What follows belongs to an exercise in optimizing a design on an open flow for small area; a production flow would make more cautious choices. At most, simulation tests tie the RTL to the original design; equivalence was not proved. For runs 7 and 8, only the layout was checked, not whether the RTL still works. The clock cells of run 8 come from the design's own scripts or RTL, not from TritonCTS. The clock input has no modelled driver; a real chip could not lean on it and would need a root buffer or a full tree. Power figures rest on the tool's default switching activity, not on a simulated workload.

$ cat flow/config.mk
export PLATFORM = sky130hd
export DESIGN_NAME = board
export DESIGN_NICKNAME = board
export VERILOG_FILES = /design/flow/design.v
export SDC_FILE = /design/flow/constraint.sdc
export NUM_CORES = 4
export LEC_CHECK = 0
export CAP_MARGIN = 20
export CORE_MARGIN = 2
export CORE_UTILIZATION = 40
export SLEW_MARGIN = 20
export SYNTH_HIERARCHICAL = 1
export SYNTH_MINIMUM_KEEP_SIZE = 0
$ cat flow/constraint.sdc
create_clock -name core_clock -period 10.0 [get_ports {clk}]
set_input_delay 2.0000 -clock core_clock [delete_from_list [all_inputs] [get_ports {clk}]]
set_output_delay 2.0000 -clock core_clock [all_outputs]
set_load 0.01 [all_outputs]
$ cat flow/design.v
module timer (
    input clk, reset,
    output reg [4:0] hour
);
reg [11:0] sec;
wire tick = sec == 12'h452;
wire fb = ~(sec[11] ^ sec[5] ^ sec[2] ^ sec[0]) ^ tick;
always @(posedge clk, posedge reset) begin
    if (reset) begin
        sec <= 12'h8a4;
        hour <= 5'd0;
    end else begin
        sec <= {sec[10:0], fb};
        if (tick) hour <= (hour == 5'd23) ? 5'd0 : hour + 5'd1;
    end
end
endmodule
module fa (input a, b, c, output s, co);
assign s = a ^ b ^ c;
assign co = (a & b) | (c & (a | b));
endmodule
module board (
    input clk, reset, car_entered, is_uni_car_entered, car_exited, is_uni_car_exited,
    output [15:0] uni_parked_car, parked_car,
    output [15:0] uni_vacated_space, vacated_space,
    output uni_is_vacated_space, is_vacated_space
);
wire [4:0] hour;
timer tmr (clk, reset, hour);
reg [8:0] u, p;
assign uni_parked_car = {7'b0, u};
assign parked_car = {7'b0, p};
reg [8:0] nU, nP;
always @(*) begin
    case (hour)
    5'd8, 5'd9, 5'd10, 5'd11, 5'd12: begin nU = ~9'd500; nP = ~9'd200; end
    5'd13: begin nU = ~9'd450; nP = ~9'd250; end
    5'd14: begin nU = ~9'd400; nP = ~9'd300; end
    5'd15: begin nU = ~9'd350; nP = ~9'd350; end
    5'd16, 5'd17, 5'd18, 5'd19, 5'd20: begin nU = ~9'd200; nP = ~9'd500; end
    default: begin nU = ~9'd0; nP = ~9'd0; end
    endcase
end
wire [9:0] SA, SB, SD;
wire [9:0] ca, cb, cd;
assign ca[1] = u[0], SA[0] = ~u[0];
assign cb[1] = p[0], SB[0] = ~p[0];
assign cd[1] = ~(u[0] & p[0]), SD[0] = ~(u[0] ^ p[0]);
genvar i;
generate for (i = 1; i < 9; i = i + 1) begin : ar
    fa fa_a (nU[i], u[i], ca[i], SA[i], ca[i+1]);
    fa fa_b (nP[i], p[i], cb[i], SB[i], cb[i+1]);
    fa fa_d (SA[i], SB[i], cd[i], SD[i], cd[i+1]);
end endgenerate
assign SA[9] = ~ca[9];       
assign SB[9] = ~cb[9];
assign SD[9] = SA[9] ^ SB[9] ^ cd[9];
wire le_u = SA[9], lt_u = le_u & ~&SA[8:0];
wire le_p = SB[9], lt_p = le_p & ~&SB[8:0];
wire sel_a = lt_u & lt_p, sel_du = lt_u & ~lt_p, sel_dp = lt_p & ~lt_u;
wire neg = ~SD[9];
assign uni_vacated_space = {{7{sel_du & neg}}, ~(({9{sel_a}} & SA[8:0]) | ({9{sel_du}} & SD[8:0])) & {9{sel_a | sel_du}}};
assign vacated_space = {{7{sel_dp & neg}}, ~(({9{sel_a}} & SB[8:0]) | ({9{sel_dp}} & SD[8:0])) & {9{sel_a | sel_dp}}};
wire nzD = ~&SD;
assign uni_is_vacated_space = lt_u & (lt_p | nzD);
assign is_vacated_space = lt_p & (lt_u | nzD);
wire nz_u = |u, nz_p = |p;
wire dec_u = car_exited & is_uni_car_exited & nz_u;
wire dec_p = car_exited & ~(is_uni_car_exited & nz_u) & nz_p;
wire room_u = dec_u ? le_u : lt_u;
wire room_p = dec_p ? le_p : lt_p;
wire inc_u = car_entered & is_uni_car_entered & room_u;
wire inc_p = car_entered & ~(is_uni_car_entered & room_u) & room_p;
wire dn_u = dec_u & ~inc_u, dn_p = dec_p & ~inc_p;
wire [9:0] cu, cp;
wire [8:0] un, pn;
assign cu[0] = inc_u & ~dec_u;
assign cp[0] = inc_p & ~dec_p;
generate for (i = 0; i < 9; i = i + 1) begin : ct
    fa fa_u (u[i], dn_u, cu[i], un[i], cu[i+1]);
    fa fa_p (p[i], dn_p, cp[i], pn[i], cp[i+1]);
end endgenerate
always @(posedge clk, posedge reset) begin
    if (reset) begin
        u <= 9'b0;
        p <= 9'b0;
    end else begin
        u <= un;
        p <= pn;
    end
end
endmodule
$ cat flow/run.sh
#!/bin/bash
# synth_recipe.tcl (not shown) runs the flow's synth.tcl, then flattens the netlist and writes it again
# the make line also repeats each setting of config.mk as NAME=value (left out here)
make -C /OpenROAD-flow-scripts/flow DESIGN_CONFIG=/design/flow/config.mk WORK_HOME=/design/flow/orfs CLKGATE_MAP_FILE= SYNTH_SCRIPT=/design/flow/synth_recipe.tcl finish
==> results of run 1 <==
## per-layer routing
| metal | part of all wire | GRT usage | vias to the layer above |
|---|---|---|---|
| li1 | - | - | 850 |
| met1 | 0.47 | 0.2511 | 945 |
| met2 | 0.45 | 0.2321 | 81 |
| met3 | 0.064 | 0.03223 | 9 |
| met4 | 0.018 | 0.07273 | 0 |
| met5 | 0 | 0 | - |
## final cells by class
cell class                      count  area, um2  area share
Inverter                           14      52.55     0.01560
Multi-Input combinational cell    161       1658      0.4922
Tap cell                           80      100.1     0.02972
Clock inverter                      1      5.005    0.001486
Clock buffer                        7      86.33     0.02563
Sequential cell                    35      880.8      0.2615
Timing Repair Buffer               59      585.6      0.1738
## cells in the mapped netlist, drive strengths merged
library cell / instances / area (um2)
or2: 1 / 6.260
nor3b: 1 / 7.510
o41ai: 3 / 45.05
and3: 3 / 18.77
nand2b: 1 / 6.260
a31oi: 6 / 37.54
a21o: 1 / 7.510
o211a: 1 / 10.01
inv: 14 / 52.55
o21a: 1 / 7.510
mux2: 4 / 45.04
nor2: 7 / 26.28
or3: 1 / 6.260
or4: 2 / 15.01
nor3: 1 / 5.000
fa: 42 / 840.8
and2: 2 / 12.51
a21oi: 5 / 25.02
nand4: 6 / 37.54
dfrtp: 31 / 775.7
a21boi: 1 / 7.510
buf: 31 / 234.0
nor4: 1 / 6.260
nor2b: 2 / 12.51
and4bb: 2 / 25.02
o21ai: 5 / 25.02
ha: 6 / 75.07
o22ai: 18 / 112.6
xnor2: 3 / 26.28
xor2: 4 / 35.03
conb: 1 / 3.750
dfstp: 4 / 105.1
nor4b: 2 / 47.55
nand3: 5 / 35.03
nand2: 10 / 37.54
## through the flow
stage               cells  hold slack, ns
floorplan             241          0.3473
global placement      349          0.3482
detailed placement    349          0.3569
CTS                   357          0.3803
global route          357          0.4021
finish                357          0.3775
## registers in the layout (all words and copies together), names as in the netlist
name and flops:
p 9, tmr.hour 5, u 9, tmr.sec 12
## power breakdown
group / total, uW / switching, uW / leakage (uW) / internal, uW
clock network: 105 / 49.3 / 0.0000482 / 55.5
registers: 265 / 83.6 / 0.000424 / 182
logic: 523 / 266 / 0.000845 / 257
## cells by family after synthesis
family | share of synthesized area
compound gates | 0.1000
xor+xnor | 0.02208
fa+ha+maj | 0.3299
buf+inv | 0.1032
flops | 0.3173
mux | 0.01622
other cells | 0.001351
simple gates | 0.1100
## modules after synthesis (local to each module, per instance)
module	copies in the design	area (um2)	cells	flip-flops and latches
board	1	1282	145	18
fa	42	20.02	1	0
timer	1	653.1	41	17
## worst min path at each step
stage | start | to | slack (ns)
2_1_floorplan | tmr.sec[6]$_DFF_PP0_ | tmr.sec[7]$_DFF_PP1_ | 0.35
3_3_place_gp | tmr.sec[6]$_DFF_PP0_ | tmr.sec[7]$_DFF_PP1_ | 0.35
3_5_place_dp | tmr.sec[6]$_DFF_PP0_ | tmr.sec[7]$_DFF_PP1_ | 0.36
4_1_cts | tmr.sec[6]$_DFF_PP0_ | tmr.sec[7]$_DFF_PP1_ | 0.38
5_1_grt | tmr.sec[6]$_DFF_PP0_ | tmr.sec[7]$_DFF_PP1_ | 0.40
6_report | tmr.sec[6]$_DFF_PP0_ | tmr.sec[7]$_DFF_PP1_ | 0.38
## cells in the final DEF, fill, tap and decap left out, drive strengths merged
cell,instances
clkdlybuf4s50,57
a21oi,5
xor2,4
clkbuf,7
o41ai,3
dfstp,4
nand3,5
or4,2
ha,6
clkinv,1
buf,2
xnor2,3
and4bb,2
nor3,1
nor3b,1
or2,1
mux2,4
o211a,1
o21ai,5
a21boi,1
nor4,1
nor2b,2
a31oi,6
nor4b,2
o21a,1
nor2,7
dfrtp,31
inv,14
nand2b,1
conb,14
nand4,6
and3,3
a21o,1
or3,1
and2,2
o22ai,18
nand2,10
fa,42
==> results by group, run 1 <==
Worst setup path
  • Req. time, crit path: 10.17 ns
  • R2r endpoint: p[8]$_DFF_PP0_
  • Worst path slowest cell: or4_1
  • Worst Path Buf+Inv: 2
  • Crit path to: p[8]$_DFF_PP0_
  • Startpoint types: flop
  • Critical path class: reg -> reg
  • Max incr delay on CP: 0.62 ns
  • Critical path launch point: tmr.hour[3]$_DFFE_PP0N_
  • Worst r2r path cells: 25
  • Crit path max fanout: 9
  • Cell family with most CP delay: adder cells
  • Reg-to-Reg Start: tmr.hour[3]$_DFFE_PP0N_
  • Arr. time, crit path: 9.57 ns
  • Reg2reg setup slack: approximately 0.60 ns
  • CP dominant cell by count: fa_1
  • CP endpoint kind: flop
  • Levels on crit path: 25

Logic synthesis
  • FF+latch count, synth: 35
  • Sequential area share after synthesis: 0.3173
  • Netlist Area Pre-Place: 0.002776 mm2
  • Distinct cells, synth: 40
  • Mean Syn Cell Area: around 12 um2
  • Syn. warnings: 8
  • Post-Synthesis Cells: 228

Die
  • Die footprint: 0.007623 mm2
  • Die Width: 87.31 um
  • # rows: 30
  • Initial Utilization: 0.4109
  • Ports: 72
  • Die Height: 87.31 um
  • Core footprint: 0.006756 mm2

Power and ir drop
  • VDD IR max: 0.1824 mV
  • Power per cell area: 265.2 mW/mm2
  • Design Power: 893.3 uW
  • Leakage dissipation: 0.001318 uW

Finish
  • Final nets: 330
  • Fin area: ~0.0034 mm2
  • Fillers: 602
  • Proportion of layout cells with a drive suffix above 1: 0.08303
  • Final design utilization: 0.4985
  • Layout Area Growth over Synthesis: 21.32%
  • Number of diodes: 0

Clock network
  • CTS max path bufs: 2
  • CTS buffer count: 5
  • Clock sink count: 35
  • Clock transition at path regs: 0.07 ns
  • Post-CTS resize count: 0
  • H-tree depth: 2
  • Clock Latency Late Sink: a little under 0.3 ns
  • Hold Buf Count CTS: 0
  • Setup bufs post-CTS: 0
  • Clock root buffer: clkbuf_8
  • CTS tree: yes

Global routing
  • Initial antenna violation count: 0
  • First-pass GRT wire length: approximately 9.6 mm
  • Congestion Overflow GR: 0
  • GRT Total Usage: 0.1665
  • Largest net degree at the start of global routing: 20
  • Vias in the first global route: between 1,500 and 2,000

Worst hold path
  • WHS Path Cells: 0
  • HP Class: reg -> reg

Detailed routing
  • Pre-antenna DRT Iters: 4
  • Routed via count: 1,885
  • Iter 0 DRT Violations: 122
  • Vias per inst: between 5 and 6
  • Post-DRT Antenna Nets: 0
  • DRC viols: 0
  • WL final: 5.767 mm
  • Routed WL per cell: around 16 um

Placement
  • Post-Place Cell Area: 0.003277 mm2
  • Detailed placement HPWL: ~4.7 mm
  • DP Worst Slack: 0.6093 ns
  • Port bufs: 57
  • GP Congestion: 0.8102

STA
  • RSZ-0062 raised after global routing: false
  • Skew final: 0.008249 ns
  • Worst Tran Pin Value: 0.6651 ns
  • Setup TNS: 0 ns
  • Final period utilization: 0.9403
  • Finish-stage setup viols: 0
  • Max Clk Rate: 106.3 MHz
  • Final Hold Vio Count: 0
  • Slew HR: 0.5561
  • PnR worst setup slack: 0.5970 ns
  • Tmin final: 9.403 ns
  • Max Slew Vio Count: 0

Flow run
  • Max-cap viol count: 0

Status
  • Outcome: finished clean
==> run 2: changes to the inputs <==
==> flow/flow/run.sh (new file) <==
#!/bin/bash
# Standard ORFS layout with single-drive port buffers and a clock tree
# without dummy loads.
set -uo pipefail
export BUFFER_PORTS_ARGS="-buffer_cell sky130_fd_sc_hd__buf_1"
export CTS_ARGS="-sink_clustering_enable -repair_clock_nets -dont_use_dummy_load -buf_list sky130_fd_sc_hd__clkbuf_4"
bash standard.sh > standard.log 2>&1
==> flow/standard.sh (new file) <==
#!/bin/bash
# synth_recipe.tcl (not shown) runs the flow's synth.tcl, then flattens the netlist and writes it again
# the make line also repeats each setting of config.mk as NAME=value (left out here)
make -C /OpenROAD-flow-scripts/flow DESIGN_CONFIG=/design/flow/config.mk WORK_HOME=/design/flow/orfs CLKGATE_MAP_FILE= SYNTH_SCRIPT=/design/flow/synth_recipe.tcl "${@:-finish}"
removed: flow/run.sh
==> run 2 against run 1 <==
Net effect:
- still clean on timing, DRC and antenna
- fmax is 0.26% lower
- non-clock buffer count stayed put
- first-iteration DRC count is 26% lower
- register-to-register slack worse by 0.02 ns
- synthesized cell count stayed put
- setup slack worse by 0.024 ns
- total power is 11% lower
- wire length is 6.3% lower
- critical path type unchanged
- largest power group unchanged
==> results by group, run 2 <==
Finish
  • Proportion of layout cells with a drive suffix above 1: 0.07664
  • Final cell count without fillers: ~350
  • Flip-flop and latch area: 880.8 um2
  • Most frequent cells in the layout: buf_1, fa_1, dfrtp_1, o22ai_1
  • Largest Register: tmr.sec
  • Final nets: 330
  • Top Registers: tmr.sec: 12 flops, p: 9 flops, u: 9 flops
  • Number of diodes: 0
  • Multi-input logic area: 0.001658 mm2
  • Number of flip-flops in the largest register: 12
  • Fillers: 652
  • Layout Area Growth over Synthesis: 6.535%
  • Commonest non-fill, non-tap cell in the layout: buf_1

Die
  • Core footprint: slightly below 0.007 mm2
  • Die footprint: 0.007623 mm2
  • # rows: 30
  • Ports: 72
  • Initial Utilization: 0.4109
  • Die Height: 87.31 um
  • Die Width: 87.31 um

Worst setup path
  • Startpoint types: flop
  • CP endpoint kind: flop
  • Worst Path Buf+Inv: 2
  • Cell family with most CP delay: adder cells
  • Max incr delay on CP: 0.61 ns
  • Worst path slowest cell: or4_1
  • Critical path class: reg -> reg
  • Arr. time, crit path: 9.62 ns
  • Crit path to: p[8]$_DFF_PP0_
  • Reg-to-Reg Start: tmr.hour[3]$_DFFE_PP0N_
  • CP dominant cell by count: fa_1
  • Levels on crit path: 25
  • Crit path max fanout: 9
  • Reg2reg setup slack: 0.57 ns
  • Critical path launch point: tmr.hour[3]$_DFFE_PP0N_
  • R2r endpoint: p[8]$_DFF_PP0_
  • Worst r2r path cells: 25
  • Req. time, crit path: 10.19 ns

Logic synthesis
  • Number of synthesized flops with an enable pin: 0
  • Post-Synthesis Cells: 228
  • Top cell type's share of synthesized area: 0.3028
  • Ys async rst share: 1.000
  • Syn. warnings: 8
  • Top-count cell post-synth: fa_1
  • Top FF cell, synth: dfrtp_1
  • Sequential area share after synthesis: 0.3173
  • Mean Syn Cell Area: 12.18 um2
  • Synth area leader: fa_1
  • Commonest cells in the netlist: fa_1, dfrtp_1, buf_4
  • Netlist Area Pre-Place: 0.002776 mm2
  • Synth area leaders: fa_1, dfrtp_1, buf_4
  • FF+latch count, synth: 35
  • Distinct cells, synth: 40

STA
  • Skew final: 0.02463 ns
  • Finish-stage setup viols: 0
  • Slew HR: 0.5491
  • Max Clk Rate: 106.1 MHz
  • RSZ-0062 raised after global routing: false
  • Worst Tran Pin Value: 0.6756 ns
  • Hold slack final: 0.3801 ns
  • Tmin final: approximately 9.4 ns
  • Max Slew Vio Count: 0
  • Final period utilization: 0.9427
  • Final Hold Vio Count: 0
  • Setup TNS: 0 ns

Detailed routing
  • Iter 0 DRT Violations: 90
  • WL final: 5.404 mm
  • Routed WL per cell: about 15 um
  • DRC viols: 0
  • Post-DRT Antenna Nets: 0
  • Vias per inst: 5.178
  • Routed via count: ~1,800
  • Pre-antenna DRT Iters: 5

Clock network
  • CTS tree: yes
  • Clock root buffer: clkbuf_4
  • Clock Latency Late Sink: 0.34 ns
  • Clock transition at path regs: 0.11 ns
  • Setup bufs post-CTS: 0
  • Clock sink count: 35
  • H-tree depth: 2
  • Hold Buf Count CTS: 0
  • Post-CTS resize count: 0
  • CTS buffer count: 5
  • CTS max path bufs: 2

Global routing
  • Vias in the first global route: 1,843
  • Initial antenna violation count: 0
  • First-pass GRT wire length: around 9.1 mm
  • Largest net degree at the start of global routing: 20
  • GRT Total Usage: 0.1558
  • Congestion Overflow GR: 0

Placement
  • GP Congestion: 0.8488
  • Number of instances in the placed design: 349
  • Detailed placement HPWL: 4.452 mm
  • Port bufs: 57

Power and ir drop
  • Power per cell area: roughly 270 mW/mm2
  • Leakage dissipation: around 0.0012 uW
  • VDD IR max: 0.1226 mV

Status
  • Outcome: finished clean

Flow run
  • Max-cap viol count: 0

Worst hold path
  • HP Class: reg -> reg
## run 2: cell counts after synthesis
No cell type changed its count.
## run 2: Yosys stat by module, one instance, submodules excluded
module / copies in the design / flip-flops and latches / area, um2
board: 1 / 18 / 1282
timer: 1 / 17 / 653.1
fa: 42 / 0 / 20.02
## run 2: layout make-up
| class | count | area share |
|---|---|---|
| sequential | 35 | 0.2978 |
| clock buffer | 5 | 0.01269 |
| timing repair buffer | 59 | 0.07741 |
| inverter | 14 | 0.01777 |
| tap | 80 | 0.03384 |
| multi-input combinational | 161 | 0.5605 |
## run 2: routing by layer
metal | share of wire | global-route usage | up-vias
met5 | 0 | 0 | -
met4 | 0.011 | 0.04615 | 0
met3 | 0.076 | 0.03128 | 4
met2 | 0.45 | 0.2376 | 93
met1 | 0.46 | 0.2260 | 895
li1 | - | - | 841
## run 2: worst min path at each step
stage / start / to / slack, ns / depth (start not counted)
after floorplan: tmr.sec[6]$_DFF_PP0_ / tmr.sec[7]$_DFF_PP1_ / 0.35 / 0
after global placement: tmr.sec[6]$_DFF_PP0_ / tmr.sec[7]$_DFF_PP1_ / 0.35 / 0
after detailed placement: tmr.sec[10]$_DFF_PP0_ / tmr.sec[11]$_DFF_PP1_ / 0.37 / 0
after CTS: tmr.sec[6]$_DFF_PP0_ / tmr.sec[7]$_DFF_PP1_ / 0.39 / 0
after global routing: tmr.sec[6]$_DFF_PP0_ / tmr.sec[7]$_DFF_PP1_ / 0.39 / 0
final: tmr.sec[6]$_DFF_PP0_ / tmr.sec[7]$_DFF_PP1_ / 0.38 / 0
## run 2: kinds of logic after synthesis
group / synth area share
fa+ha+maj: 0.3299
simple gates: 0.1100
buf+inv: 0.1032
compound gates: 0.1000
flops: 0.3173
xor+xnor: 0.02208
mux: 0.01622
other cells: 0.001351
## run 2: through the flow
step	cell area [um2]	utilization	worst slack [ns]	power [uW]
after CTS	2958	0.4378	0.5855	805.6
after global routing	2958	0.4378	0.07350	896.7
after global placement	2920	0.4322	0.8484	731.1
final	2958	0.4378	0.5727	797.3
after detailed placement	2920	0.4322	0.6332	737.6
after floorplan	2825	-	0.7472	603.1
## run 2: power breakdown
| group | switching, uW | internal (uW) |
|---|---|---|
| registers | 78.6 | 181 |
| clock network | 41.2 | 23.5 |
| logic | 265 | 208 |
==> run 3: changes to the inputs <==
==> flow/flow/run.sh (replaced) <==
#!/bin/bash
# Layout with the standard ORFS flow and these changes:
#  - full adders are extracted only inside module fa; everything else is
#    mapped by ABC with the area script in abc_area.script;
#  - single-drive port buffers, a clock tree without dummy loads.
set -uo pipefail
here=$(pwd)
S=$here/scripts_mod
rm -rf "$S"; cp -r "$FLOW_HOME/scripts" "$S"
sed -i 's/extract_fa {\*}\[dont_use_extract_fa_args\]/extract_fa {*}[dont_use_extract_fa_args] fa/' "$S/synth.tcl"
cp "$here/flow/abc_area.script" "$S/abc_area.script"
export SCRIPTS_DIR=$S
export BUFFER_PORTS_ARGS="-buffer_cell sky130_fd_sc_hd__buf_1"
export CTS_ARGS="-dont_use_dummy_load -buf_list sky130_fd_sc_hd__clkbuf_8 -sink_clustering_size 40 -sink_clustering_max_diameter 400 -sink_clustering_enable"
export SKIP_REPAIR_TIE_FANOUT=1
bash standard.sh > standard.log 2>&1
==> flow/flow/abc_area.script (new file) <==
strash
dc2
&get -n
&dch -f
&nf -R 1000
&put
topo
--- a/flow/config.mk
+++ b/flow/config.mk
@@ -7,6 +7,7 @@
 export LEC_CHECK = 0
-export CAP_MARGIN = 20
+export ABC_AREA = 1
+export CAP_MARGIN = 0
 export CORE_MARGIN = 2
 export CORE_UTILIZATION = 40
-export SLEW_MARGIN = 20
+export SLEW_MARGIN = 0
 export SYNTH_HIERARCHICAL = 1
==> run 3 against run 2 <==
Net effect:
- first-iteration DRC count rose by 8.9%
- clock power grew 36%
- still clean on timing, DRC and antenna
- non-clock buffer count stayed put
- setup slack better by 0.15 ns
- register-to-register slack improved by 0.15 ns
- cell count fell by 7.9%
- design area is 8.2% lower
- combinational power decreased by 2%
- synthesized cell count decreased by 5.7%
==> results by group, run 3 <==
Worst setup path
  • Worst-path cell chain: nor2b_1 -> buf_4 -> nand3_1 -> fa_1 -> fa_1 -> fa_1 -> fa_1 -> fa_1 -> fa_1 -> fa_1 -> fa_1 -> nand3_1 -> nor4_1 -> a21oi_1 -> o21a_1 -> fa_1 -> fa_1 -> fa_1 -> fa_1 -> fa_1 -> fa_1 -> fa_1 -> fa_1 -> fa_1
  • Crit path to: p[8]$_DFF_PP0_
  • Worst r2r path cells: 24
  • CP dominant cell by count: fa_1
  • Worst Path Buf+Inv: 1
  • Worst path slowest cell: fa_1
  • R2r endpoint: p[8]$_DFF_PP0_
  • Levels on crit path: 24
  • Arr. time, crit path: 9.42 ns
  • Reg-to-Reg Start: tmr.hour[3]$_DFFE_PP0N_
  • Startpoint types: flop
  • Max incr delay on CP: 0.60 ns
  • Critical path class: reg -> reg
  • Crit path max fanout: 9
  • Reg2reg setup slack: 0.73 ns
  • CP endpoint kind: flop
  • Req. time, crit path: just over 10 ns
  • Critical path launch point: tmr.hour[3]$_DFFE_PP0N_
  • Cell family with most CP delay: adder cells

Logic synthesis
  • Commonest cells in the netlist: fa_1, dfrtp_1, buf_4
  • Sequential area share after synthesis: 0.3477
  • Distinct cells, synth: 28
  • Number of synthesized flops with an enable pin: 0
  • FF+latch count, synth: 35
  • Ys async rst share: 1.000
  • Syn. warnings: 8
  • Mean Syn Cell Area: about 12 um2
  • Top cell type's share of synthesized area: 0.3319
  • Top-count cell post-synth: fa_1
  • Post-Synthesis Cells: 215
  • Netlist Area Pre-Place: between 0.002 and 0.003 mm2
  • Top FF cell, synth: dfrtp_1
  • Synth area leaders: fa_1, dfrtp_1, buf_4
  • Synth area leader: fa_1

STA
  • Final period utilization: 0.9274
  • Finish-stage setup viols: 0
  • RSZ-0062 raised after global routing: false
  • Slew HR: 0.5817
  • Final Hold Vio Count: 0
  • Max Slew Vio Count: 0
  • Max Clk Rate: between 100 and 150 MHz
  • Setup TNS: 0 ns
  • Skew final: roughly 0.007 ns
  • Worst Tran Pin Value: 0.6236 ns
  • Tmin final: about 9 ns

Detailed routing
  • Pre-antenna DRT Iters: 4
  • DRC viols: 0
  • Iter 0 DRT Violations: 98
  • Vias per inst: ~5.4
  • Routed WL per cell: around 16 um
  • Routed via count: 1,756
  • WL final: around 5 mm
  • Post-DRT Antenna Nets: 0

Clock network
  • Clock root buffer: clkbuf_8
  • Clock transition at path regs: 0.06 ns
  • CTS max path bufs: 2
  • CTS buffer count: 5
  • H-tree depth: 2
  • Post-CTS resize count: 0
  • Clock Latency Late Sink: roughly 0.27 ns
  • Clock sink count: 35
  • Hold Buf Count CTS: 0
  • CTS tree: yes
  • Setup bufs post-CTS: 0

Placement
  • Detailed placement HPWL: 4.231 mm
  • Number of instances in the placed design: 321
  • GP Congestion: between 0.8 and 0.9
  • Port bufs: 57

Die
  • # rows: 28
  • Core footprint: 0.006026 mm2
  • Die footprint: 0.006986 mm2
  • Ports: 72
  • Initial Utilization: 0.4205
  • Die Height: 83.59 um
  • Die Width: 83.59 um

Finish
  • Layout Area Growth over Synthesis: 7.160%
  • Proportion of layout cells with a drive suffix above 1: 0.04382
  • Final design utilization: 0.4506
  • Most frequent cells in the layout: buf_1, fa_1, dfrtp_1, o22ai_1, nor2_1
  • Largest Register: tmr.sec
  • Number of flip-flops in the largest register: 12
  • Number of diodes: 0
  • Final nets: 301
  • Final cell count without fillers: 326
  • Top Registers: tmr.sec: 12 flops, p: 9 flops, u: 9 flops
  • Fillers: 602
  • Commonest non-fill, non-tap cell in the layout: buf_1

Global routing
  • Vias in the first global route: 1,787
  • Congestion Overflow GR: 0
  • Largest net degree at the start of global routing: 19
  • Initial antenna violation count: 0
  • First-pass GRT wire length: 9.080 mm
  • GRT Total Usage: 0.1608

Power and ir drop
  • Power per cell area: 298.7 mW/mm2
  • Leakage dissipation: 0.001006 uW
  • VDD IR max: 0.1624 mV

Status
  • Outcome: finished clean

Flow run
  • Max-cap viol count: 0

Worst hold path
  • WHS Path Cells: 0
  • HP Class: reg -> reg
==> run 3: cell count changes after synthesis, moves of 3 or more <==
cell      delta
nor2_1       +8
inv_1       -14
clkinv_1     +6
or2_0        +3
a21oi_1      +7
nand3_1      +7
ha_1         -6
a31oi_1      -4
nor4_1       +4
==> run 3: worst min-delay path by stage <==
stage | from | end
4_1_cts | tmr.sec[6]$_DFF_PP0_ | tmr.sec[7]$_DFF_PP1_
2_1_floorplan | tmr.sec[3]$_DFF_PP0_ | tmr.sec[4]$_DFF_PP0_
3_3_place_gp | tmr.sec[8]$_DFF_PP0_ | tmr.sec[9]$_DFF_PP0_
3_5_place_dp | tmr.sec[8]$_DFF_PP0_ | tmr.sec[9]$_DFF_PP0_
6_report | tmr.sec[8]$_DFF_PP0_ | tmr.sec[9]$_DFF_PP0_
5_1_grt | tmr.sec[1]$_DFF_PP0_ | tmr.sec[2]$_DFF_PP1_
==> run 3: cells by family (layout without fill, tap and decap cells) <==
group / count (synthesis) / in the layout / synth area share
AO/OA/AOI/OAI: 38 / 38 / 0.08790
XOR/XNOR: 7 / 7 / 0.02420
adder cells (fa/ha/maj): 42 / 42 / 0.3319
buffers and inverters: 34 / 70 / 0.09185
flip-flops: 35 / 35 / 0.3477
other: 1 / 1 / 0.001480
AND/OR/NAND/NOR: 58 / 58 / 0.1151
==> run 3: power breakdown <==
group	internal (uW)	switching (uW)
clock	44.8	43.3
combinational	205	257
sequential	182	78.6
==> run 3: final cells by class <==
cell class,instances,area [um2],share of cell area
clock buffer,5,68.82,0.02535
inverter,6,22.52,0.008295
multi-input combinational,146,1420,0.5230
sequential,35,880.8,0.3244
tap,75,93.84,0.03456
timing repair buffer,59,229.0,0.08433
==> run 3: modules after synthesis, one instance, submodules excluded <==
module | cell area, um2 | times used
fa | 20.02 | 42
board | 1135 | 1
timer | 558.0 | 1
==> run 3: through the flow <==
step	power [uW]	worst slack, ns	cell area [um2]	hold slack (ns)
final	811.1	0.7261	2715	0.3771
after global routing	889.9	0.1569	2715	0.3897
after CTS	818.9	0.7103	2715	0.3764
after detailed placement	727.0	0.6816	2646	0.3625
after global placement	716.8	0.9985	2646	0.3567
after floorplan	596.0	1.044	2534	0.3464
==> run 3: metal layers <==
layer | up-vias | part of all wire | GRT usage
met4 | 0 | 0.0066 | 0.03959
met5 | - | 0 | 0
met1 | 891 | 0.49 | 0.2468
met2 | 71 | 0.44 | 0.2356
li1 | 792 | - | -
met3 | 2 | 0.060 | 0.03066
==> run 4: changes to the inputs <==
--- a/flow/flow/run.sh
+++ b/flow/flow/run.sh
@@ -13,3 +13,3 @@
 export BUFFER_PORTS_ARGS="-buffer_cell sky130_fd_sc_hd__buf_1"
-export CTS_ARGS="-dont_use_dummy_load -buf_list sky130_fd_sc_hd__clkbuf_8 -sink_clustering_size 40 -sink_clustering_max_diameter 400 -sink_clustering_enable"
+export CTS_ARGS="-dont_use_dummy_load -buf_list sky130_fd_sc_hd__clkbuf_8 -root_buf sky130_fd_sc_hd__clkbuf_8 -sink_clustering_enable -sink_clustering_size 50 -sink_clustering_max_diameter 1000 -sink_clustering_levels 1"
 export SKIP_REPAIR_TIE_FANOUT=1
--- a/flow/config.mk
+++ b/flow/config.mk
@@ -8,6 +8,6 @@
 export ABC_AREA = 1
-export CAP_MARGIN = 0
+export CAP_MARGIN = 20
 export CORE_MARGIN = 2
 export CORE_UTILIZATION = 40
-export SLEW_MARGIN = 0
+export SLEW_MARGIN = 20
 export SYNTH_HIERARCHICAL = 1
==> run 4 against run 3 <==
Net effect:
- total power is the same
- setup slack did not move
- hold slack is the same
- register-to-register slack about the same
- synthesized cell count unchanged
- cell count stayed put
==> results by group, run 4 <==
Logic synthesis
  • Syn. warnings: 8
  • Mux share of post-synthesis cell area: 0
  • Ys async rst share: 1.000
  • Adder-cell share of the synthesized area: 0.3319
  • Synth Area in Compound Gates: 0.08790
  • Top-count cell post-synth: fa_1
  • Number of synthesized flops with an enable pin: 0
  • Netlist Area Pre-Place: 0.002534 mm2
  • Synth area leaders: fa_1, dfrtp_1, buf_4
  • Xor/xnor share of the synthesized area: 0.02420
  • Simple-Gate Fraction of Synth Area: 0.1151
  • Top FF cell, synth: dfrtp_1
  • Mean Syn Cell Area: 11.78 um2
  • Largest family of logic cells by synthesized area: adder cells
  • Distinct cells, synth: 28
  • FF+latch count, synth: 35
  • Post-Synthesis Cells: 215
  • Top cell type's share of synthesized area: 0.3319
  • Synth area leader: fa_1
  • Sequential area share after synthesis: 0.3477
  • Commonest cells in the netlist: fa_1, dfrtp_1, buf_4

STA
  • RSZ-0062 raised after global routing: false
  • Hold slack final: between 0.3 and 0.4 ns
  • Max Slew Vio Count: 0
  • Skew final: 0.006866 ns
  • Final Hold Vio Count: 0
  • Finish-stage setup viols: 0
  • Max Clk Rate: 107.8 MHz
  • Tmin final: 9.274 ns
  • Setup TNS: 0 ns
  • Slew HR: 0.5817
  • Worst Tran Pin Value: 0.6236 ns
  • Final period utilization: 0.9274
  • PnR worst setup slack: ~0.73 ns

Clock network
  • Setup bufs post-CTS: 0
  • Clock Latency Late Sink: 0.27 ns
  • Hold Buf Count CTS: 0
  • CTS tree: yes
  • CTS buffer count: 5
  • Clock root buffer: clkbuf_8
  • CTS max path bufs: 2
  • Clock transition at path regs: 0.06 ns
  • Post-CTS resize count: 0
  • H-tree depth: 2
  • Clock sink count: 35

Finish
  • Proportion of layout cells with a drive suffix above 1: 0.04382
  • Layout Area Growth over Synthesis: 7.160%
  • Largest Register: tmr.sec
  • Fillers: ~600
  • Flip-flop and latch area: 880.8 um2
  • Final cell count without fillers: 326
  • Number of diodes: 0
  • Most frequent cells in the layout: buf_1, fa_1, dfrtp_1, o22ai_1, nor2_1
  • Final nets: 301
  • Number of flip-flops in the largest register: 12
  • Commonest non-fill, non-tap cell in the layout: buf_1
  • Top Registers: tmr.sec: 12 flops, p: 9 flops, u: 9 flops
  • Multi-input logic area: between 0.001 and 0.0015 mm2

Flow run
  • Max-cap viol count: 0

Detailed routing
  • Pre-antenna DRT Iters: 4
  • Vias per inst: 5.387
  • DRC viols: 0
  • Routed via count: ~1,800
  • Routed WL per cell: between 15 and 20 um
  • WL final: 5.139 mm
  • Post-DRT Antenna Nets: 0
  • Iter 0 DRT Violations: 98

Worst setup path
  • Worst Path Buf+Inv: 1
  • Arr. time, crit path: 9.42 ns
  • CP endpoint kind: flop
  • Max incr delay on CP: 0.60 ns
  • Startpoint types: flop
  • Worst path slowest cell: fa_1
  • Critical path class: reg -> reg
  • Req. time, crit path: approximately 10 ns
  • Crit path max fanout: 9
  • Worst-path cell chain: nor2b_1 -> buf_4 -> nand3_1 -> fa_1 -> fa_1 -> fa_1 -> fa_1 -> fa_1 -> fa_1 -> fa_1 -> fa_1 -> nand3_1 -> nor4_1 -> a21oi_1 -> o21a_1 -> fa_1 -> fa_1 -> fa_1 -> fa_1 -> fa_1 -> fa_1 -> fa_1 -> fa_1 -> fa_1
  • CP dominant cell by count: fa_1
  • Cell family with most CP delay: adder cells

Status
  • Outcome: finished clean

Power and ir drop
  • Design Power: 811.1 uW
  • VDD IR max: 0.1624 mV
  • Leakage dissipation: a little over 0.001 uW
  • Power per cell area: 298.7 mW/mm2

Die
  • Core footprint: 0.006026 mm2
  • Die Width: 83.59 um
  • # rows: 28
  • Initial Utilization: 0.4205
  • Die Height: roughly 84 um
  • Ports: 72
  • Die footprint: approximately 0.0070 mm2

Global routing
  • GRT Total Usage: 0.1608
  • Largest net degree at the start of global routing: 19
  • First-pass GRT wire length: between 9 and 10 mm
  • Initial antenna violation count: 0
  • Vias in the first global route: 1,787
  • Congestion Overflow GR: 0

Placement
  • GP Congestion: 0.8255
  • Port bufs: 57
  • DP Worst Slack: 0.6816 ns
  • Number of instances in the placed design: 321
  • Detailed placement HPWL: 4.231 mm

Worst hold path
  • HP Class: reg -> reg
run 4: final cells by class:
class                           count  share of cell area
Multi-Input combinational cell    146              0.5230
Sequential cell                    35              0.3244
Timing Repair Buffer               59             0.08433
Tap cell                           75             0.03456
Clock buffer                        5             0.02535
Inverter                            6            0.008295
run 4: logic make-up (layout without fill, tap and decap cells):
kind of cell	after synthesis	in the layout
and+or+nand+nor	58	58
adders and majority gates	42	42
AOI/OAI and AO/OA	38	38
DFF	35	35
buffers and inverters	34	70
xor gates and xnor gates	7	7
other	1	1
run 4: worst register-to-register path: stages (launching register included):
cell	delay, ns
dfrtp_1	0.41
nor2b_1	0.15
buf_4	0.16
nand3_1	0.18
fa_1	0.47
fa_1	0.39
fa_1	0.39
fa_1	0.39
fa_1	0.39
fa_1	0.39
fa_1	0.39
fa_1	0.60
nand3_1	0.10
nor4_1	0.43
a21oi_1	0.22
o21a_1	0.45
fa_1	0.50
fa_1	0.39
fa_1	0.39
fa_1	0.39
fa_1	0.39
fa_1	0.39
fa_1	0.39
fa_1	0.40
fa_1	0.44
run 4: final timing paths:
check	from	to	slack, ns	cells past startpoint
min in group asynchronous	reset	tmr.sec[0]$_DFF_PP0_	1.71	2
hold reg to reg	tmr.sec[8]$_DFF_PP0_	tmr.sec[9]$_DFF_PP0_	0.38	0
setup reg to reg	tmr.hour[3]$_DFFE_PP0N_	p[8]$_DFF_PP0_	0.73	24
max in group asynchronous	reset	p[0]$_DFF_PP0_	7.96	2
setup / recovery	tmr.hour[3]$_DFFE_PP0N_	p[8]$_DFF_PP0_	0.73	24
hold / removal	tmr.sec[8]$_DFF_PP0_	tmr.sec[9]$_DFF_PP0_	0.38	0
run 4: power breakdown:
group,leakage (uW),internal (uW),switching (uW)
Combinational,0.000546,205,257
Clock,0.0000359,44.8,43.3
Sequential,0.000424,182,78.6
run 4: layer usage:
layer / global-route usage / vias to the layer above / part of all wire
met5: 0 / - / 0
met4: 0.03959 / 0 / 0.0066
met3: 0.03066 / 2 / 0.060
met2: 0.2356 / 71 / 0.44
met1: 0.2468 / 891 / 0.49
li1: - / 792 / -
run 4: metrics by stage:
step	util	instance area [um2]
final	0.4506	2715
after global routing	0.4506	2715
after CTS	0.4506	2715
after detailed placement	0.4392	2646
after global placement	0.4392	2646
after floorplan	-	2534
run 4: Yosys stat by module, one instance, submodules excluded:
module | cell area (um2) | cells | copies in the design | flip-flops and latches
timer | 558.0 | 40 | 1 | 17
board | 1135 | 133 | 1 | 18
fa | 20.02 | 1 | 42 | 0
==> run 5: changes to the inputs <==
--- a/flow/flow/run.sh
+++ b/flow/flow/run.sh
@@ -13,3 +13,4 @@
 export BUFFER_PORTS_ARGS="-buffer_cell sky130_fd_sc_hd__buf_1"
-export CTS_ARGS="-dont_use_dummy_load -buf_list sky130_fd_sc_hd__clkbuf_8 -root_buf sky130_fd_sc_hd__clkbuf_8 -sink_clustering_enable -sink_clustering_size 50 -sink_clustering_max_diameter 1000 -sink_clustering_levels 1"
+export CTS_ARGS="-dont_use_dummy_load -buf_list sky130_fd_sc_hd__clkbuf_16 -root_buf sky130_fd_sc_hd__clkbuf_16 -sink_clustering_size 50 -sink_clustering_max_diameter 1000"
+export GPL_KEEP_OVERFLOW=0
 export SKIP_REPAIR_TIE_FANOUT=1
==> run 5 against run 4 <==
Net effect:
- still clean
- synthesized cell count did not move
- clock skew grew 0.0034 ns
- die area unchanged
- critical path depth down 1
- non-clock buffer count down 2
- sequential power is essentially flat
- critical path type unchanged
==> results by group, run 5 <==
Logic synthesis
  • Distinct cells, synth: 28
  • Commonest cells in the netlist: fa_1, dfrtp_1, buf_4
  • Top cell type's share of synthesized area: 0.3319
  • Synth area leaders: fa_1, dfrtp_1, buf_4
  • Post-Synthesis Cells: 215
  • Synth Area in Compound Gates: 0.08790
  • Mean Syn Cell Area: ~12 um2
  • Number of synthesized flops with an enable pin: 0
  • Top FF cell, synth: dfrtp_1
  • Mux share of post-synthesis cell area: 0
  • Ys async rst share: 1.000
  • FF+latch count, synth: 35
  • Xor/xnor share of the synthesized area: 0.02420
  • Sequential area share after synthesis: 0.3477
  • Largest family of logic cells by synthesized area: adder cells
  • Syn. warnings: 8
  • Top-count cell post-synth: fa_1
  • Synth area leader: fa_1
  • Simple-Gate Fraction of Synth Area: 0.1151
  • Adder-cell share of the synthesized area: 0.3319
  • Netlist Area Pre-Place: 0.002534 mm2

Die
  • Die Width: 83.59 um
  • Core footprint: 0.006026 mm2
  • Initial Utilization: 0.4205
  • Die footprint: ~0.0070 mm2
  • Die Height: 83.59 um
  • # rows: 28
  • Ports: 72

Power and ir drop
  • Power per cell area: 308.3 mW/mm2
  • NetSw: 378.8 uW
  • VDD IR max: 0.1467 mV
  • Sequential share of power: 0.305
  • Leakage dissipation: 0.001021 uW
  • Comb power frac: 0.536
  • Switching Share: 0.4447
  • Clk pwr share: 0.159
  • Cell internal pwr: 473.0 uW
  • Design Power: 851.8 uW

Detailed routing
  • Routed WL per cell: 15.33 um
  • DRC viols: 0
  • Pre-antenna DRT Iters: 4
  • Vias per inst: 5.373
  • WL final: 4.966 mm
  • Post-DRT Antenna Nets: 0
  • Routed via count: 1,741
  • Iter 0 DRT Violations: 80

Worst setup path
  • Crit path max fanout: 9
  • Startpoint types: flop
  • Arr. time, crit path: 9.46 ns
  • Req. time, crit path: 10.14 ns
  • Critical path class: reg -> reg
  • Worst r2r path cells: 23
  • CP endpoint kind: flop

STA
  • Setup TNS: 0 ns
  • Skew final: 0.01029 ns
  • RSZ-0062 raised after global routing: false
  • Finish-stage setup viols: 0
  • Slew HR: 0.4870
  • Max Slew Vio Count: 0
  • Max Clk Rate: 107.3 MHz
  • Final Hold Vio Count: 0
  • Final period utilization: 0.9321
  • Worst Tran Pin Value: 0.7694 ns
  • Tmin final: between 9 and 10 ns

Placement
  • GP Congestion: approximately 0.82
  • Post-Place Cell Area: around 0.0026 mm2
  • Port bufs: 57
  • Detailed placement HPWL: between 4 and 5 mm

Worst hold path
  • WHS Path Cells: 0
  • HP Class: reg -> reg

Clock network
  • Clock sink count: 35
  • CTS tree: yes
  • CTS max path bufs: 2
  • Clock transition at path regs: approximately 0.05 ns
  • Setup bufs post-CTS: 0
  • CTS buffer count: 5
  • H-tree depth: 2
  • Clock Latency Late Sink: 0.27 ns
  • Clock root buffer: clkbuf_16
  • Hold Buf Count CTS: 0

Status
  • Outcome: finished clean

Global routing
  • First-pass GRT wire length: ~8.6 mm
  • Vias in the first global route: 1,687
  • GRT Total Usage: 0.1561
  • Largest net degree at the start of global routing: 19
  • Congestion Overflow GR: 0
  • Initial antenna violation count: 0

Finish
  • Number of diodes: 0
  • Fillers: 576
  • Fin area: 0.002763 mm2
  • Number of flip-flops in the largest register: 12
  • Layout Area Growth over Synthesis: 9.037%
  • Top Registers: tmr.sec: 12 flops, p: 9 flops, u: 9 flops
  • Final nets: 299
  • Commonest non-fill, non-tap cell in the layout: buf_1
  • Largest Register: tmr.sec
  • Proportion of layout cells with a drive suffix above 1: 0.04418
  • Most frequent cells in the layout: buf_1, fa_1, dfrtp_1, o22ai_1, nor2_1

Flow run
  • Max-cap viol count: 0
-- run 5: cell counts after synthesis --
No cell type changed its count.
-- run 5: area by class of cell --
type	instances	area, um2	area share
Inverter	6	22.52	0.008152
Sequential cell	35	880.8	0.3188
Timing Repair Buffer	57	214.0	0.07745
Multi-Input combinational cell	146	1426	0.5163
Tap cell	75	93.84	0.03397
Clock buffer	5	125.1	0.04529
-- run 5: cell families after synthesis --
kind of cell / Yosys count
XOR/XNOR: 7
flip-flops: 35
AND/OR/NAND/NOR: 58
buffers and inverters: 34
AO/OA/AOI/OAI: 38
other: 1
adder cells (fa/ha/maj): 42
-- run 5: per-module statistics from Yosys, one instance, submodules excluded --
module / times used / flip-flops and latches
timer: 1 / 17
board: 1 / 18
fa: 42 / 0
-- run 5: per-stage QoR --
stage                       util  setup slack, ns  hold WS, ns  cells
after floorplan                -            1.044       0.3464    215
after global placement    0.4367           0.7602       0.3578    319
after detailed placement  0.4373           0.4331       0.3580    319
after CTS                 0.4581           0.4444       0.3640    324
after global routing      0.4585          0.07977       0.3763    324
final                     0.4585           0.6786       0.3651    324
-- run 5: what timing repair did --
| action | in CTS | in global routing |
|---|---|---|
| resized for setup | 0 | 1 |
| setup endpoints to repair | 0 | 1 |
| hold endpoints to repair | 0 | 0 |
-- run 5: final timing paths --
kind / startpoint / to / slack (ns)
worst max register to register: tmr.hour[3]$_DFFE_PP0N_ / p[8]$_DFF_PP0_ / 0.68
min in group asynchronous: reset / tmr.sec[0]$_DFF_PP0_ / 1.70
worst min register to register: tmr.sec[3]$_DFF_PP0_ / tmr.sec[4]$_DFF_PP0_ / 0.37
max in group asynchronous: reset / p[0]$_DFF_PP0_ / 7.95
worst min-delay path: tmr.sec[3]$_DFF_PP0_ / tmr.sec[4]$_DFF_PP0_ / 0.37
worst max-delay path: tmr.hour[3]$_DFFE_PP0N_ / p[8]$_DFF_PP0_ / 0.68
-- run 5: layer usage --
layer / vias up / track usage / wire [um]
met1: 876 / 0.2358 / 2369
met2: 74 / 0.2276 / 2192
met3: 5 / 0.03066 / 340
met4: 0 / 0.04839 / 63
li1: 786 / - / -
met5: - / 0 / 0
-- run 5: critical path, stage by stage (launching register included) --
cell	delay (ns)
dfrtp_1	0.40
nor2b_2	0.33
nand3_1	0.23
fa_1	0.48
fa_1	0.38
fa_1	0.38
fa_1	0.38
fa_1	0.39
fa_1	0.39
fa_1	0.39
fa_1	0.60
nand3_1	0.10
nor4_1	0.42
a21oi_1	0.24
o21a_1	0.44
fa_1	0.50
fa_1	0.39
fa_1	0.39
fa_1	0.39
fa_1	0.38
fa_1	0.38
fa_1	0.39
fa_1	0.39
fa_1	0.43
-- run 5: power groups by stage --
stage	clock, uW	sequential, uW	combinational, uW
after floorplan	0	260	336
after global placement	0	266	449
after detailed placement	0	266	460
after CTS	140	263	463
after global routing	147	273	515
final	136	259	457
==> run 6: changes to the inputs <==
--- a/flow/flow/run.sh
+++ b/flow/flow/run.sh
@@ -13,4 +13,3 @@
 export BUFFER_PORTS_ARGS="-buffer_cell sky130_fd_sc_hd__buf_1"
-export CTS_ARGS="-dont_use_dummy_load -buf_list sky130_fd_sc_hd__clkbuf_16 -root_buf sky130_fd_sc_hd__clkbuf_16 -sink_clustering_size 50 -sink_clustering_max_diameter 1000"
-export GPL_KEEP_OVERFLOW=0
+export CTS_ARGS="-sink_clustering_enable -repair_clock_nets -dont_use_dummy_load -buf_list sky130_fd_sc_hd__clkbuf_4"
 export SKIP_REPAIR_TIE_FANOUT=1
==> run 6 against run 5 <==
Net effect:
- wire length up 3.4%
- global-route usage rose by 0.48 points
- synthesized cell count is the same
- count of clock-buffer cells in the layout unchanged
- critical path depth grew 1
- still clean on timing, DRC and antenna
- non-clock buffer count grew 2
- first-iteration DRC count increased by 8.8%
- setup slack gained 0.0095 ns
- sequential share of layout area rose by 0.94 points
- fmax increased by 0.10%
- cell count is 0.62% higher
- clock power is 53% lower
- largest power group unchanged
==> results by group, run 6 <==
Status
  • Outcome: finished clean

Power and ir drop
  • VDD IR max: about 0.16 mV
  • Leakage dissipation: just under 0.001 uW
  • Power per cell area: between 200 and 300 mW/mm2

Clock network
  • Setup bufs post-CTS: 0
  • Clock Latency Late Sink: 0.32 ns
  • CTS buffer count: 5
  • Hold Buf Count CTS: 0
  • CTS tree: yes
  • Clock sink count: 35
  • CTS max path bufs: 2
  • Post-CTS resize count: 0
  • Clock transition at path regs: approximately 0.1 ns
  • Clock root buffer: clkbuf_4
  • H-tree depth: 2

STA
  • Slew HR: 0.5830
  • Skew final: 0.01624 ns
  • Max Slew Vio Count: 0
  • RSZ-0062 raised after global routing: false
  • Finish-stage setup viols: 0
  • Tmin final: between 9 and 10 ns
  • Hold slack final: 0.3845 ns
  • Final Hold Vio Count: 0
  • PnR worst setup slack: around 0.7 ns
  • Setup TNS: 0 ns
  • Final period utilization: 0.9312
  • Max Clk Rate: 107.4 MHz
  • Worst Tran Pin Value: 0.6217 ns

Global routing
  • Initial antenna violation count: 0
  • Busiest layer in global routing: met1
  • Met3 global-route usage: 0.02770
  • Largest net degree at the start of global routing: 19
  • Met1 Usage GRT: 0.2494
  • Congestion Overflow GR: 0
  • First-pass GRT wire length: 9.087 mm
  • Vias in the first global route: 1,782
  • Met2 Use GR: 0.2327
  • GRT Total Usage: 0.1608

Worst hold path
  • WHS Path Cells: 0
  • HP Class: reg -> reg

Finish
  • Number of diodes: 0
  • Layout Area Growth over Synthesis: 5.926%
  • Final nets: 301
  • Number of flip-flops in the largest register: 12
  • Commonest non-fill, non-tap cell in the layout: buf_1
  • Top Registers: tmr.sec: 12 flops, p: 9 flops, u: 9 flops
  • Fillers: 604
  • Largest Register: tmr.sec
  • Most frequent cells in the layout: buf_1, fa_1, dfrtp_1, o22ai_1, nor2_1
  • Proportion of layout cells with a drive suffix above 1: 0.04382

Detailed routing
  • Iter 0 DRT Violations: 87
  • DRC viols: 0
  • Routed WL per cell: 15.75 um
  • Routed via count: 1,768
  • WL final: roughly 5.1 mm
  • Post-DRT Antenna Nets: 0
  • Pre-antenna DRT Iters: 4
  • Vias per inst: approximately 5.4

Logic synthesis
  • FF+latch count, synth: 35
  • Distinct cells, synth: 28
  • Top FF cell, synth: dfrtp_1
  • Post-Synthesis Cells: ~220
  • Synth area leaders: fa_1, dfrtp_1, buf_4
  • Syn. warnings: 8
  • Mean Syn Cell Area: 11.78 um2
  • Netlist Area Pre-Place: 0.002534 mm2
  • Top-count cell post-synth: fa_1
  • Synth area leader: fa_1
  • Commonest cells in the netlist: fa_1, dfrtp_1, buf_4
  • Number of synthesized flops with an enable pin: 0
  • Ys async rst share: 1.000
  • Sequential area share after synthesis: 0.3477
  • Top cell type's share of synthesized area: 0.3319

Die
  • Ports: 72
  • Die Height: 83.59 um
  • Die footprint: 0.006986 mm2
  • Die Width: 83.59 um
  • Core footprint: roughly 0.006 mm2
  • # rows: 28
  • Initial Utilization: 0.4205

Flow run
  • Max-cap viol count: 0

Worst setup path
  • Worst r2r path cells: 24
  • Critical path class: reg -> reg
  • CP endpoint kind: flop
  • Arr. time, crit path: 9.52 ns
  • Req. time, crit path: between 10 and 15 ns
  • Startpoint types: flop
  • Crit path max fanout: 9
  • Worst path slowest cell: fa_1
  • Worst-path cell chain: nor2b_1 -> buf_4 -> nand3_1 -> fa_1 -> fa_1 -> fa_1 -> fa_1 -> fa_1 -> fa_1 -> fa_1 -> fa_1 -> nand3_1 -> nor4_1 -> a21oi_1 -> o21a_1 -> fa_1 -> fa_1 -> fa_1 -> fa_1 -> fa_1 -> fa_1 -> fa_1 -> fa_1 -> fa_1
  • CP dominant cell by count: fa_1
  • Max incr delay on CP: 0.60 ns

Placement
  • Detailed placement HPWL: approximately 4.2 mm
  • DP Worst Slack: 0.6816 ns
  • GP Congestion: 0.8255
  • Port bufs: 57
==> run 6: final timing paths <==
check                                        start              endpoint  slack (ns)
hold reg to reg               tmr.sec[8]$_DFF_PP0_  tmr.sec[9]$_DFF_PP0_        0.38
setup / recovery           tmr.hour[3]$_DFFE_PP0N_        p[8]$_DFF_PP0_        0.69
min in group asynchronous                    reset  tmr.sec[0]$_DFF_PP0_        1.65
hold / removal                tmr.sec[8]$_DFF_PP0_  tmr.sec[9]$_DFF_PP0_        0.38
setup reg to reg           tmr.hour[3]$_DFFE_PP0N_        p[8]$_DFF_PP0_        0.69
max in group asynchronous                    reset        p[4]$_DFF_PP0_        8.01
==> run 6: modules after synthesis, one instance, submodules excluded <==
module  cells inside  cell area (um2)  flops+latches  times used
board            133             1135             18           1
timer             40            558.0             17           1
fa                 1            20.02              0          42
==> run 6: cell families after synthesis <==
family / Yosys count / share of synthesized area
xor+xnor: 7 / 0.02420
buf+inv: 34 / 0.09185
flops: 35 / 0.3477
compound gates: 38 / 0.08790
simple gates: 58 / 0.1151
fa+ha+maj: 42 / 0.3319
other cells: 1 / 0.001480
==> run 6: metal layers <==
metal | wire length [um] | vias up | part of all wire
met3 | 305 | 6 | 0.059
met1 | 2542 | 904 | 0.50
li1 | - | 791 | -
met4 | 63 | 0 | 0.012
met5 | 0 | - | 0
met2 | 2221 | 67 | 0.43
==> run 6: where the power goes <==
part | switching (uW) | total [uW] | internal (uW)
Clock | 41.1 | 64.6 | 23.5
Combinational | 257 | 463 | 205
Sequential | 78.7 | 260 | 181
Total | 377 | 787 | 410
==> run 6: layout make-up <==
type | instances | area, um2 | share of cell area
Timing Repair Buffer | 59 | 229.0 | 0.08531
Multi-Input combinational cell | 146 | 1420 | 0.5291
Tap cell | 75 | 93.84 | 0.03497
Sequential cell | 35 | 880.8 | 0.3282
Clock buffer | 5 | 37.54 | 0.01399
Inverter | 6 | 22.52 | 0.008392
==> run 6: worst max-delay path, delay by kind of cell, from the launching register on <==
family                     cells  cell delay (ns)
and+or+nand+nor                4             0.86
DFF                            1             0.42
buffers and inverters          1             0.16
adders and majority gates     17             7.09
AOI/OAI and AO/OA              2             0.67
==> run 6: per-stage QoR <==
| stage | utilization | std cells | area (um2) | power [uW] |
|---|---|---|---|---|
| 5_1_grt | 0.4454 | 326 | 2684 | 865.6 |
| 6_report | 0.4454 | 326 | 2684 | 787.3 |
| 4_1_cts | 0.4454 | 326 | 2684 | 794.4 |
| 3_5_place_dp | 0.4392 | 321 | 2646 | 727.0 |
| 2_1_floorplan | - | 215 | 2534 | 596.0 |
| 3_3_place_gp | 0.4392 | 321 | 2646 | 716.8 |
==> run 7: changes to the inputs <==
--- a/flow/design.v
+++ b/flow/design.v
@@ -2,14 +2,32 @@
     input clk, reset,
-    output reg [4:0] hour
+    output [8:0] nU, nP        
 );
 reg [11:0] sec;
-wire tick = sec == 12'h452;
-wire fb = ~(sec[11] ^ sec[5] ^ sec[2] ^ sec[0]) ^ tick;
+reg [2:0] r;
+reg [1:0] q;                   
+wire tick = (sec & 12'hedf) == 12'ha10;
+wire fb = ~(sec[11] ^ sec[8] ^ sec[3]);
+wire wrap = tick & (&r);
+wire lt5 = ~r[2] | ~(r[1] | r[0]);
+wire q1 = q[0], q2 = q[1];
+wire c8 = q1 & lt5;
+wire c13 = q1 & (r == 3'd5);
+wire c14 = q1 & (r == 3'd6);
+wire c15 = q1 & (r == 3'd7);
+wire c16 = q2 & lt5;
+wire [8:0] U = {c8 | c13 | c14 | c15, c8 | c13 | c14 | c16, c8 | c13 | c15 | c16, c8,
+                c8 | c14 | c15, c15 | c16, c8 | c15, c13 | c15, 1'b0};
+wire [8:0] P = {c14 | c15 | c16, c8 | c13 | c16, c8 | c13 | c15 | c16, c13 | c14 | c16,
+                c13 | c15 | c16, c8 | c13 | c14 | c15, c14 | c15 | c16, c13 | c15, 1'b0};
+assign nU = ~U;
+assign nP = ~P;
 always @(posedge clk, posedge reset) begin
     if (reset) begin
-        sec <= 12'h8a4;
-        hour <= 5'd0;
+        sec <= 12'h420;
+        r <= 3'd0;
+        q <= 2'd0;
     end else begin
-        sec <= {sec[10:0], fb};
-        if (tick) hour <= (hour == 5'd23) ? 5'd0 : hour + 5'd1;
+        sec <= {sec[10:6], sec[5] & ~tick, sec[4:0], fb};
+        if (tick) r <= r + 3'd1;
+        if (wrap) q <= {q[0], ~(q[0] | q[1])};
     end
@@ -27,4 +45,4 @@
 );
-wire [4:0] hour;
-timer tmr (clk, reset, hour);
+wire [8:0] nU, nP;
+timer tmr (clk, reset, nU, nP);
 reg [8:0] u, p;
@@ -32,13 +50,2 @@
 assign parked_car = {7'b0, p};
-reg [8:0] nU, nP;
-always @(*) begin
-    case (hour)
-    5'd8, 5'd9, 5'd10, 5'd11, 5'd12: begin nU = ~9'd500; nP = ~9'd200; end
-    5'd13: begin nU = ~9'd450; nP = ~9'd250; end
-    5'd14: begin nU = ~9'd400; nP = ~9'd300; end
-    5'd15: begin nU = ~9'd350; nP = ~9'd350; end
-    5'd16, 5'd17, 5'd18, 5'd19, 5'd20: begin nU = ~9'd200; nP = ~9'd500; end
-    default: begin nU = ~9'd0; nP = ~9'd0; end
-    endcase
-end
 wire [9:0] SA, SB, SD;
--- a/flow/flow/run.sh
+++ b/flow/flow/run.sh
@@ -4,3 +4,5 @@
 #    mapped by ABC with the area script in abc_area.script;
-#  - single-drive port buffers, a clock tree without dummy loads.
+#  - single-drive port buffers;
+#  - one clock buffer (flow/clock_buffer.tcl) instead of a clock tree;
+#  - one tie cell for all constant outputs; no buffers kept from placement.
 set -uo pipefail
@@ -11,6 +13,11 @@
 cp "$here/flow/abc_area.script" "$S/abc_area.script"
+sed -i 's|^log_cmd clock_tree_synthesis .*|source $::env(CLOCK_BUFFER_TCL)|' "$S/cts.tcl"
+grep -q CLOCK_BUFFER_TCL "$S/cts.tcl" || echo "cts.tcl patch failed"
+export CLOCK_BUFFER_TCL=$here/flow/clock_buffer.tcl
+export CLOCK_BUFFER_CELL=sky130_fd_sc_hd__clkbuf_8
 export SCRIPTS_DIR=$S
 export BUFFER_PORTS_ARGS="-buffer_cell sky130_fd_sc_hd__buf_1"
-export CTS_ARGS="-sink_clustering_enable -repair_clock_nets -dont_use_dummy_load -buf_list sky130_fd_sc_hd__clkbuf_4"
+# export CTS_ARGS="-sink_clustering_enable -repair_clock_nets -dont_use_dummy_load -buf_list sky130_fd_sc_hd__clkbuf_4"
 export SKIP_REPAIR_TIE_FANOUT=1
+export GPL_KEEP_OVERFLOW=0
 bash standard.sh > standard.log 2>&1
==> flow/flow/clock_buffer.tcl (new file) <==
# Clock distribution for a small design: one clock buffer, placed at the
# centre of the flip-flops, drives every flip-flop clock pin.
set block [ord::get_db_block]
set dbu [$block getDbUnitsPerMicron]
set sx 0.0
set sy 0.0
set n 0
foreach inst [$block getInsts] {
  set m [$inst getMaster]
  foreach mt [$m getMTerms] {
    if {[$mt getSigType] eq "CLOCK" || [$mt getName] eq "CLK"} {
      set loc [$inst getLocation]
      set sx [expr {$sx + [lindex $loc 0]}]
      set sy [expr {$sy + [lindex $loc 1]}]
      incr n
      break
    }
  }
}
set x [expr {$sx / $n / $dbu}]
set y [expr {$sy / $n / $dbu}]
puts "clock buffer for $n flip-flops at $x $y"
insert_buffer -buffer_cell $::env(CLOCK_BUFFER_CELL) -net clk -location [list $x $y] \
  -buffer_name clkbuf_root -net_name clk_root
[[$block findNet clk_root] setSigType CLOCK]
[[$block findNet clk] setSigType CLOCK]
==> run 7 against run 6 <==
Net effect:
- the run now fails in 4_1_cts
- synthesized cell count rose by 1.4%
- synthesized area rose by 0.44%
==> results by group, run 7 <==
Placement
  • GP Congestion: 0.8883
  • Detailed placement HPWL: about 4.1 mm
  • Port bufs: 57
  • Post-Place Cell Area: 0.002619 mm2

Die
  • # rows: 29
  • Ports: 72
  • Die Height: about 84 um
  • Initial Utilization: 0.4078
  • Die Width: 83.77 um

Status
  • Err: Error: cts.tcl, 36 invalid command name "NULL"
  • Outcome: did not finish
  • Stopping stage: 4_1_cts

Logic synthesis
  • Syn. warnings: 8
  • Post-Synthesis Cells: roughly 220
  • Netlist Area Pre-Place: 0.002545 mm2
  • Mean Syn Cell Area: 11.67 um2
run 7: power by group through the flow:
stage | Combinational (uW) | Clock [uW] | Sequential, uW
3_5_place_dp | 453 | 0 | 269
2_1_floorplan | 336 | 0 | 260
3_3_place_gp | 450 | 0 | 268
run 7: worst max path at each step:
stage / start / end / slack (ns) / cells after the start
after detailed placement: tmr.q[0]$_DFFE_PP0P_ / p[8]$_DFF_PP0_ / 0.85 / 22
after global placement: tmr.q[0]$_DFFE_PP0P_ / p[8]$_DFF_PP0_ / 1.13 / 22
after floorplan: tmr.q[0]$_DFFE_PP0P_ / p[8]$_DFF_PP0_ / 1.30 / 23
run 7: per-stage QoR:
stage,std cells,power (uW),hold slack [ns],setup slack [ns]
3_5_place_dp,320,722.6,0.3561,0.8461
3_3_place_gp,320,718.2,0.3587,1.132
2_1_floorplan,218,596.2,0.3476,1.304
==> run 8: changes to the inputs <==
--- a/flow/flow/run.sh
+++ b/flow/flow/run.sh
@@ -16,3 +16,3 @@
 export CLOCK_BUFFER_TCL=$here/flow/clock_buffer.tcl
-export CLOCK_BUFFER_CELL=sky130_fd_sc_hd__clkbuf_8
+export CLOCK_BUFFER_CELL=sky130_fd_sc_hd__clkbuf_16
 export SCRIPTS_DIR=$S
--- a/flow/flow/clock_buffer.tcl
+++ b/flow/flow/clock_buffer.tcl
@@ -24,3 +24,9 @@
   -buffer_name clkbuf_root -net_name clk_root
-[[$block findNet clk_root] setSigType CLOCK]
-[[$block findNet clk] setSigType CLOCK]
+foreach inst [$block getInsts] {
+  if {[string match "clkbuf_root*" [$inst getName]]} {
+    foreach it [$inst getITerms] {
+      set net [$it getNet]
+      if {$net ne "NULL" && [[$it getMTerm] getSigType] eq "SIGNAL"} { $net setSigType CLOCK }
+    }
+  }
+}
==> run 8 against run 7 <==
Net effect:
- now clean on timing, DRC and antenna
- synthesized area stayed put
- synthesized cell count stayed put
==> results by group, run 8 <==
Clock network
  • Clock transition at path regs: 0.12 ns
  • Clock Latency Late Sink: 0.18 ns
  • Hold Buf Count CTS: 0
  • Post-CTS resize count: 0
  • Setup bufs post-CTS: 0

Power and ir drop
  • Leakage dissipation: between 0.0009 and 0.001 uW
  • VDD IR max: 0.1832 mV
  • Power per cell area: 292.7 mW/mm2
  • Design Power: a little under 800 uW

Worst setup path
  • Worst path slowest cell: fa_1
  • Crit path max fanout: 9
  • CP endpoint kind: flop
  • Startpoint types: flop
  • Max incr delay on CP: 0.57 ns
  • Worst-path cell chain: nand3_1 -> fa_1 -> fa_1 -> fa_1 -> fa_1 -> fa_1 -> fa_1 -> fa_1 -> fa_1 -> nand3_1 -> nor4_1 -> a21oi_1 -> o21a_1 -> fa_1 -> fa_1 -> fa_1 -> fa_1 -> fa_1 -> fa_1 -> fa_1 -> fa_1 -> fa_1
  • Req. time, crit path: 10.07 ns
  • Arr. time, crit path: roughly 9 ns
  • Cell family with most CP delay: adder cells
  • Worst Path Buf+Inv: 0
  • Critical path class: reg -> reg
  • Reg2reg setup slack: 0.88 ns
  • CP dominant cell by count: fa_1

Finish
  • Number of flip-flops in the largest register: 12
  • Number of diodes: 0
  • Largest Register: tmr.sec
  • Layout Area Growth over Synthesis: 3.884%
  • Commonest non-fill, non-tap cell in the layout: buf_1
  • Fillers: slightly above 600
  • Top Registers: tmr.sec: 12 flops, p: 9 flops, u: 9 flops
  • Proportion of layout cells with a drive suffix above 1: 0.01639
  • Final nets: 294
  • Most frequent cells in the layout: buf_1, fa_1, dfrtp_1, nor2_1

Detailed routing
  • Routed WL per cell: 15.26 um
  • Pre-antenna DRT Iters: 4
  • DRC viols: 0
  • Post-DRT Antenna Nets: 0
  • Vias per inst: 5.234
  • WL final: roughly 4.9 mm
  • Routed via count: 1,680
  • Iter 0 DRT Violations: 46

Logic synthesis
  • Mean Syn Cell Area: 11.67 um2
  • Post-Synthesis Cells: 218
  • Netlist Area Pre-Place: approximately 0.0025 mm2
  • Syn. warnings: 8

STA
  • Skew final: between 0.002 and 0.0025 ns
  • Slew HR: 0.4730
  • Worst Tran Pin Value: 0.7904 ns
  • Final Hold Vio Count: 0
  • Final period utilization: 0.9118
  • Hold slack final: 0.3876 ns
  • PnR worst setup slack: 0.8816 ns
  • Setup TNS: 0 ns
  • Max Slew Vio Count: 0
  • Tmin final: 9.118 ns
  • Finish-stage setup viols: 0
  • Max Clk Rate: 109.7 MHz
  • RSZ-0062 raised after global routing: false

Placement
  • GP Congestion: 0.8883
  • Detailed placement HPWL: 4.121 mm
  • Port bufs: 57
  • DP Worst Slack: 0.8461 ns

Die
  • Die Width: 83.77 um
  • Ports: between 70 and 80
  • # rows: 29
  • Die Height: 83.77 um
  • Core footprint: 0.006241 mm2
  • Die footprint: 0.007017 mm2
  • Initial Utilization: 0.4078

Status
  • Outcome: finished clean

Flow run
  • Max-cap viol count: 0

Global routing
  • Largest net degree at the start of global routing: 36
  • First-pass GRT wire length: about 8.6 mm
  • Vias in the first global route: 1,735
  • Initial antenna violation count: 0
  • Congestion Overflow GR: 0
  • GRT Total Usage: 0.1477

Worst hold path
  • HP Class: reg -> reg
run 8: final cells by class, clock buffers not listed:
type	count	area [um2]	share of cell area
timing repair buffer	57	214.0	0.08093
tap	77	96.34	0.03644
inverter	6	22.52	0.008519
multi-input combinational	145	1408	0.5324
sequential	35	878.3	0.3322
run 8: per-stage QoR:
stage | std cells | utilization | cell area, um2
4_1_cts | 321 | 0.4236 | 2644
3_3_place_gp | 320 | 0.4190 | 2615
2_1_floorplan | 218 | - | 2545
3_5_place_dp | 320 | 0.4196 | 2619
5_1_grt | 321 | 0.4236 | 2644
6_report | 321 | 0.4236 | 2644
run 8: worst reg2reg max path, stage by stage (launching register included):
cell     delay (ns)
dfrtp_1        0.50
nand3_1        0.29
fa_1           0.50
fa_1           0.39
fa_1           0.39
fa_1           0.39
fa_1           0.39
fa_1           0.39
fa_1           0.40
fa_1           0.57
nand3_1        0.09
nor4_1         0.41
a21oi_1        0.23
o21a_1         0.44
fa_1           0.49
fa_1           0.39
fa_1           0.38
fa_1           0.38
fa_1           0.39
fa_1           0.38
fa_1           0.39
fa_1           0.39
fa_1           0.43
run 8: metal layers:
metal	global-route usage	vias up	part of all wire
li1	-	759	-
met1	0.2429	854	0.49
met2	0.2284	63	0.44
met3	0.004946	4	0.049
met4	0.01466	0	0.013
met5	0	-	0
run 8: where the power goes:
group	internal [uW]	switching [uW]	total, uW
Sequential	181	81.7	263
Combinational	203	255	458
Clock	18.8	34.1	52.9
run 8: path summary, 6_finish.rpt:
check,startpoint,to,cells after the start
worst min register to register,tmr.sec[2]$_DFF_PP0_,tmr.sec[3]$_DFF_PP0_,0
worst max register to register,tmr.q[0]$_DFFE_PP0P_,p[8]$_DFF_PP0_,22
max in group asynchronous,reset,p[7]$_DFF_PP0_,2
min in group asynchronous,reset,tmr.r[1]$_DFFE_PP0P_,2
worst min-delay path,tmr.sec[2]$_DFF_PP0_,tmr.sec[3]$_DFF_PP0_,0
worst max-delay path,tmr.q[0]$_DFFE_PP0P_,p[8]$_DFF_PP0_,22

Check on run 8: ideal ports give 0.882 ns setup slack; a clkbuf_16 on the clock port and buf_2 on the inputs give 0.882 ns; moving port delays by the midpoint clock arrival (0.207 ns) as well gives 0.882 ns.
